What follows belongs to an exercise in optimizing a design on an open flow for small area; a production flow would make more cautious choices.
At most, simulation tests tie the RTL to the original design; equivalence was not proved.
The clock port is modelled as an ideal driver; clocking choices that lean on that would not hold on a real chip.
Power figures rest on the tool's default switching activity, not on a simulated workload.

## build 92
Design lab3_pixgen, start of the top module:
module lab3_pixgen(
    input         clk,
    input         rst,
    input  [5:0]  color,
    input         btn_left,
    input         btn_right,
    input         btn_up,
    input         btn_down,
    input         enc,
    input         vsync,
    input  [5:0]  fb_rdata,
    output        rdy,
    output        fb_we,
    output [16:0] fb_waddr,
    output [5:0]  fb_wdata,
    output [16:0] fb_raddr,
    output [15:0] rgb
);
reg  [9:0] cnt_l, cnt_r, cnt_u, cnt_d;
function [9:0] db_next;
    input [9:0] c;
    db_next = {c[8:0], c[9] ^ c[6] ^ (c[8:0] == 9'd0)};
endfunction
wire       left_pulse  = (cnt_l == 10'd778);
wire       right_pulse = (cnt_r == 10'd778);
wire       up_pulse    = (cnt_u == 10'd778);
wire       down_pulse  = (cnt_d == 10'd778);
always @(posedge clk) begin
    if (rst) begin
        cnt_l <= 10'd0;
        cnt_r <= 10'd0;
        cnt_u <= 10'd0;
        cnt_d <= 10'd0;
    end else begin
        if (btn_left)  cnt_l <= db_next(cnt_l);
        if (btn_right) cnt_r <= db_next(cnt_r);
        if (btn_up)    cnt_u <= db_next(cnt_u);
        if (btn_down)  cnt_d <= db_next(cnt_d);
    end
end
reg  [8:0] x_min;
reg  [7:0] y_min;
wire x_inc = right_pulse & ~(x_min[8] & x_min[6] & (&x_min[4:2]) & x_min[0]);    
wire x_dec = ~x_inc & left_pulse & (x_min != 9'd0);
  ...
Size in the first run: roughly 670 cells after synthesis, roughly 140 flip-flops, about 78 I/O pins, ~5800 um^2 of cells after synthesis.
clock: 5.0 ns
lec_check: 0
cap_margin: 20
core_margin: 2
core_utilization: 70
slew_margin: 20
standard.sh (not shown) runs the stock make flow with config.mk's settings and CLKGATE_MAP_FILE= SYNTH_SCRIPT=/design/flow/synth_recipe.tcl, a recipe that flattens the netlist after the stock synthesis.
==> flow/flow/run.sh <==
#!/bin/bash
# Own layout flow: the standard layout (standard.sh), with
#  - a synthesis script (flow/synth.tcl) that maps all logic with ABC using
#    flow/area.abc, without extracting half/full adder cells; registers are
#    inferred and mapped exactly as in the standard synthesis;
#  - extra make settings from flow/make_args (one VAR=value per line;
#    @FLOWDIR@ stands for this flow folder).
# make's output goes to flow_make.log; ORFS writes each step's log under
# orfs/logs/.
set -euo pipefail
W=$PWD
sed "s#@FLOWDIR@#$W/flow#g" flow/synth.tcl > my_synth.tcl
sed "s#SYNTH_SCRIPT=[^ ]*#SYNTH_SCRIPT=$W/my_synth.tcl#" standard.sh > my_standard.sh
ARGS=()
if [[ -f flow/make_args ]]; then
  while IFS= read -r l; do
    [[ -z "$l" || "$l" == \#* ]] || ARGS+=("${l//@FLOWDIR@/$W/flow}")
  done < flow/make_args
fi
bash my_standard.sh "${ARGS[@]}" finish > flow_make.log 2>&1
==> flow/flow/make_args <==
BUFFER_PORTS_ARGS=-buffer_cell sky130_fd_sc_hd__buf_1
MIN_BUF_CELL_AND_PORTS=sky130_fd_sc_hd__buf_1 A X
CTS_ARGS=-sink_clustering_enable -repair_clock_nets -dont_use_dummy_load -sink_clustering_size 30 -root_buf sky130_fd_sc_hd__clkbuf_16 -buf_list sky130_fd_sc_hd__clkbuf_4
POST_CTS_TCL=@FLOWDIR@/post_cts.tcl
==> flow/flow/post_cts.tcl <==
estimate_parasitics -placement
set block [ord::get_db_block]
set up 0
foreach inst [$block getInsts] {
  if {[[$inst getMaster] getName] ne "sky130_fd_sc_hd__clkbuf_4"} { continue }
  set net [[$inst findITerm X] getNet]
  if {$net eq "NULL"} { continue }
  set mx 0
  foreach it [$net getITerms] {
    if {[$it isInputSignal]} {
      set s [get_property [get_pins "[[$it getInst] getName]/[[$it getMTerm] getName]"] slew_max]
      if {$s > $mx} { set mx $s }
    }
  }
  if {$mx > 0.095} {
    replace_cell [get_cells [$inst getName]] sky130_fd_sc_hd__clkbuf_8
    incr up
  }
  puts "post_cts: [$inst getName] max clock pin slew $mx"
}
puts "post_cts: upsized $up leaf buffers"
if {$up > 0} {
  detailed_placement
  check_placement -verbose
  estimate_parasitics -placement
}
Other scripts of this flow, unchanged in this note and not shown: flow/flow/area.abc, flow/flow/synth.tcl
Modified inputs, build 46 compared to build 92
Settings: swapping 70 for 40 in CORE_UTILIZATION.
Findings:
- Build 46 against build 92: signed area change from the synthesized netlist to the final layout now larger; clock tree skew after final layout saw little to no change; total power rose by about 2.3%.
diff inputs: build 46 => build 66
--- a/flow/flow/run.sh
+++ b/flow/flow/run.sh
@@ -6,2 +6 @@
-#  - extra make settings from flow/make_args (one VAR=value per line;
-#    @FLOWDIR@ stands for this flow folder).
+#  - extra make settings from flow/make_args (one VAR=value per line).
@@ -17 +16 @@
-    [[ -z "$l" || "$l" == \#* ]] || ARGS+=("${l//@FLOWDIR@/$W/flow}")
+    [[ -z "$l" || "$l" == \#* ]] || ARGS+=("$l")
==> flow/flow/make_args <==
BUFFER_PORTS_ARGS=-buffer_cell sky130_fd_sc_hd__buf_1
MIN_BUF_CELL_AND_PORTS=sky130_fd_sc_hd__buf_1 A X
CTS_ARGS=-sink_clustering_enable -repair_clock_nets -dont_use_dummy_load -sink_clustering_size 30 -buf_list sky130_fd_sc_hd__clkbuf_8
removed: flow/flow/post_cts.tcl
==> comparison <==
- In the reports for build 46 and build 66, the smaller final period demand of the worst path belongs to build 66.
- Comparing build 46 with build 66, the wire length came out essentially unchanged.
- Of build 46 and build 66, the run reporting the lower register share of the cell area was build 66.
- Compared with build 46, build 66 has extra setup slack.
- Build 66 vs build 46 — area growth from synthesis to final layout rose 0.49 points.
- In build 66 relative to build 46, final area had gone up slightly.
- Changes observed in build 66 relative to build 46: length of routed met2 wiring ~0 delta; non-clock buffer count ~0 delta.
- Going from build 46 to build 66, average detailed-routed wire length per instance neither gained nor lost much; post-layout total power picked up an extra 0.047 mW.

========
Setup of wip/garnet:
Another version of the RTL of lab3_pixgen (not shown whole).
Size in the first run: roughly 730 cells after synthesis, roughly 140 flip-flops, about 78 I/O pins, about 0.0063 mm^2 of cells after synthesis.
clock: 5.0 ns
lec_check: 0
cap_margin: 20
core_margin: 2
core_utilization: 70
slew_margin: 20
==> flow/flow/run.sh <==
#!/bin/bash
# Own layout flow: the standard layout (standard.sh), with
#  - a synthesis script (flow/synth.tcl) that maps all logic with ABC using
#    flow/area.abc, without extracting half/full adder cells; registers are
#    inferred and mapped exactly as in the standard synthesis;
#  - extra make settings from flow/make_args (one VAR=value per line).
# make's output goes to flow_make.log; ORFS writes each step's log under
# orfs/logs/.
set -euo pipefail
W=$PWD
sed "s#@FLOWDIR@#$W/flow#g" flow/synth.tcl > my_synth.tcl
sed "s#SYNTH_SCRIPT=[^ ]*#SYNTH_SCRIPT=$W/my_synth.tcl#" standard.sh > my_standard.sh
ARGS=()
if [[ -f flow/make_args ]]; then
  while IFS= read -r l; do
    [[ -z "$l" || "$l" == \#* ]] || ARGS+=("$l")
  done < flow/make_args
fi
bash my_standard.sh "${ARGS[@]}" finish > flow_make.log 2>&1
==> flow/flow/area.abc <==
strash
&get -n
&deepsyn -T 30
&put
&get -n
&dch -f
&nf -R 1000
&put
==> flow/flow/make_args <==
BUFFER_PORTS_ARGS=-buffer_cell sky130_fd_sc_hd__buf_1
MIN_BUF_CELL_AND_PORTS=sky130_fd_sc_hd__buf_1 A X
CTS_ARGS=-sink_clustering_enable -repair_clock_nets -dont_use_dummy_load -sink_clustering_size 30 -buf_list sky130_fd_sc_hd__clkbuf_8
==> flow/flow/synth.tcl <==
# The standard synthesis script (synth_recipe.tcl), with two steps replaced:
# no extraction of half/full adder cells, and the final ABC mapping run
# with flow/area.abc instead of ORFS's speed script.
proc synth {args} { yosys synth -nofsm -noshare {*}$args }
proc extract_fa {args} { puts "extract_fa skipped" }
proc abc {args} {
  set i [lsearch -exact $args -script]
  if { $i >= 0 } {
    set args [lreplace $args $i [expr { $i + 1 }] -script @FLOWDIR@/area.abc]
  }
  yosys abc {*}$args
}
source $::env(SCRIPTS_DIR)/synth.tcl
# left out here: clear keep_hierarchy, flatten, clean up, hide names made inside functions, write 1_2_yosys.v
In summary, wip/garnet completed successfully, with a layout that passed the timing, DRC and antenna checks.
> inputs changed (wip/garnet -> wip/xenon)
Settings: CORE_UTILIZATION changed from 70 to 40.
==> run summary <==
- wip/xenon has total power above what wip/garnet had.
- Total power divided by cell area: wip/xenon < wip/garnet
- Via count of the first global-routing pass was lower in the run labelled wip/xenon.
- Per the comparison of wip/xenon with wip/garnet, wire length climbed 2.8%; met3 layer usage reported by global route dropped 0.85 points; worst setup slack climbed 0.097 ns; clock latency of the later-clocked register in the worst-skew pair climbed 0.02 ns; proportion of final cell area spent on non-clock buffers barely changed.
Edits applied to the flow inputs when going from wip/xenon to wip/violet:
Settings: CORE_UTILIZATION now 60, was 40; GPL_TIMING_DRIVEN now 0, previously not set.
## What came out
Area added between synthesis and finish: lower on wip/xenon
Relative to wip/xenon, first-pass GRT wire length increased by 0.44% in wip/violet.
| leakage power | wip/violet vs wip/xenon | about 2.2% higher |
Higher count of buffers not belonging to the clock network in the layout was reported by wip/violet, not wip/xenon.
The run showing the smaller setup slack of the critical path after layout is wip/violet.
Function was not checked in any run of this note: the RTL went through the layout flow alone.

========
Another version of the RTL of lab3_pixgen (not shown whole).
For scale: about 130 flip-flops, ~78 I/O pins, ~6500 µm² of cells after synthesis.
Settings: LEC_CHECK=0, CAP_MARGIN=20, CORE_MARGIN=2, CORE_UTILIZATION=65, SLEW_MARGIN=20; clock period 5.0 ns.
Scripts as last shown in full above: flow/flow/run.sh, flow/flow/area.abc, flow/flow/synth.tcl
==> next run, changes <==
==> flow/flow/run.sh (replaced) <==
#!/bin/bash
# Own layout flow: the standard layout, with a synthesis script that
# maps all logic with ABC (no half/full adder cell extraction) using an
# area-oriented ABC script. Registers are inferred and mapped exactly as in
# the standard synthesis. Tool output goes to flow_make.log (make) and to
# ORFS's own per-step logs under orfs/logs/.
set -euo pipefail
W=$PWD
sed "s#@FLOWDIR@#$W/flow#g" flow/synth.tcl > my_synth.tcl
sed "s#SYNTH_SCRIPT=[^ ]*#SYNTH_SCRIPT=$W/my_synth.tcl#" standard.sh > my_standard.sh
bash my_standard.sh finish > flow_make.log 2>&1
Settings changed: CORE_UTILIZATION 65 to 40.
Wire length went down by a few percent.
Design area went down slightly.
Synthesized area is unchanged.
Clock skew is about the same.
Count of clock-buffer cells in the layout went down by 10.
Setup slack is better by 0.096 ns.
Clock power stays flat.
Die area went up by well over a third.
Total power went down slightly.
Non-clock buffer count went down by 10.
Via count went down by a few percent.
==> next run, changes <==
==> flow/flow/run.sh (replaced) <==
#!/bin/bash
# Own layout flow: the standard layout (standard.sh), with
#  - a synthesis script (flow/synth.tcl) that maps all logic with ABC using
#    flow/area.abc, without extracting half/full adder cells; registers are
#    inferred and mapped exactly as in the standard synthesis;
#  - extra make settings from flow/make_args (one VAR=value per line).
# make's output goes to flow_make.log; ORFS writes each step's log under
# orfs/logs/.
set -euo pipefail
W=$PWD
sed "s#@FLOWDIR@#$W/flow#g" flow/synth.tcl > my_synth.tcl
sed "s#SYNTH_SCRIPT=[^ ]*#SYNTH_SCRIPT=$W/my_synth.tcl#" standard.sh > my_standard.sh
ARGS=()
if [[ -f flow/make_args ]]; then
  while IFS= read -r l; do
    [[ -z "$l" || "$l" == \#* ]] || ARGS+=("$l")
  done < flow/make_args
fi
bash my_standard.sh "${ARGS[@]}" finish > flow_make.log 2>&1
Settings changed: CTS_BUF_LIST set to sky130_fd_sc_hd__clkbuf_4.
Effect: Clock-buffer cell count does not change. Area after synthesis does not change. Fmax barely changes. Cell count climbs by 0.82%. Utilization drops by 0.97 points. Hold slack improves by 0.014 ns. Clock skew climbs by 0.0076 ns. Die area is unchanged. Cell area drops by 1.9%. Clock power drops by 44%.
Function was not checked in any run of this note: the RTL went through the layout flow alone.

## separate check: timing with driven ports
In the flow no input, the clock included, has a driving cell. The finished layouts below were timed again as built, in two steps. Step 1, drivers: a clkbuf_16 drives clk and a buf_2 each remaining input, both assumed. Step 2 adds t to the input delays and takes it off the output delays; t is the mean of the earliest and latest rising clock arrival at the registers after step 1. Input paths then give back, and output paths get back, about the clock's delay inside the block. Slacks: no drivers / after step 1 / after step 2; pairs: no drivers / after step 1.
| run | t, ns | setup WS [ns] | worst slew at a driven data input, ns |
|---|---|---|---|
| build 92 | 0.372 | 0.350 / 0.368 / -0.004 | 0.16 |
| build 46 | 0.394 | 0.411 / 0.428 / 0.033 | 0.17 |
| build 66 | 0.467 | 0.428 / 0.441 / -0.025 | 0.17 |
| wip/garnet | 0.452 | 1.302 / 1.302 / 1.302 | 0.17 |
| wip/xenon | 0.467 | 1.399 / 1.399 / 1.338 | 0.16 |
| wip/violet | 0.450 | 1.217 / 1.217 / 1.217 | 0.06 |
| the first run of note 3 | 0.540 | 0.098 / 0.068 / 0.187 | 0.16 |
| the second run of note 3 | 0.451 | 0.194 / 0.154 / 0.468 | 0.16 |
| the third run of note 3 | 0.555 | 0.194 / 0.160 / 0.451 | 0.16 |
With both steps, setup timing fails in build 92 and build 66, where it was met with ideal ports. For build 66, which loses most, drivers alone change the setup slack by +0.013 ns; drivers and shift together by -0.453 ns.
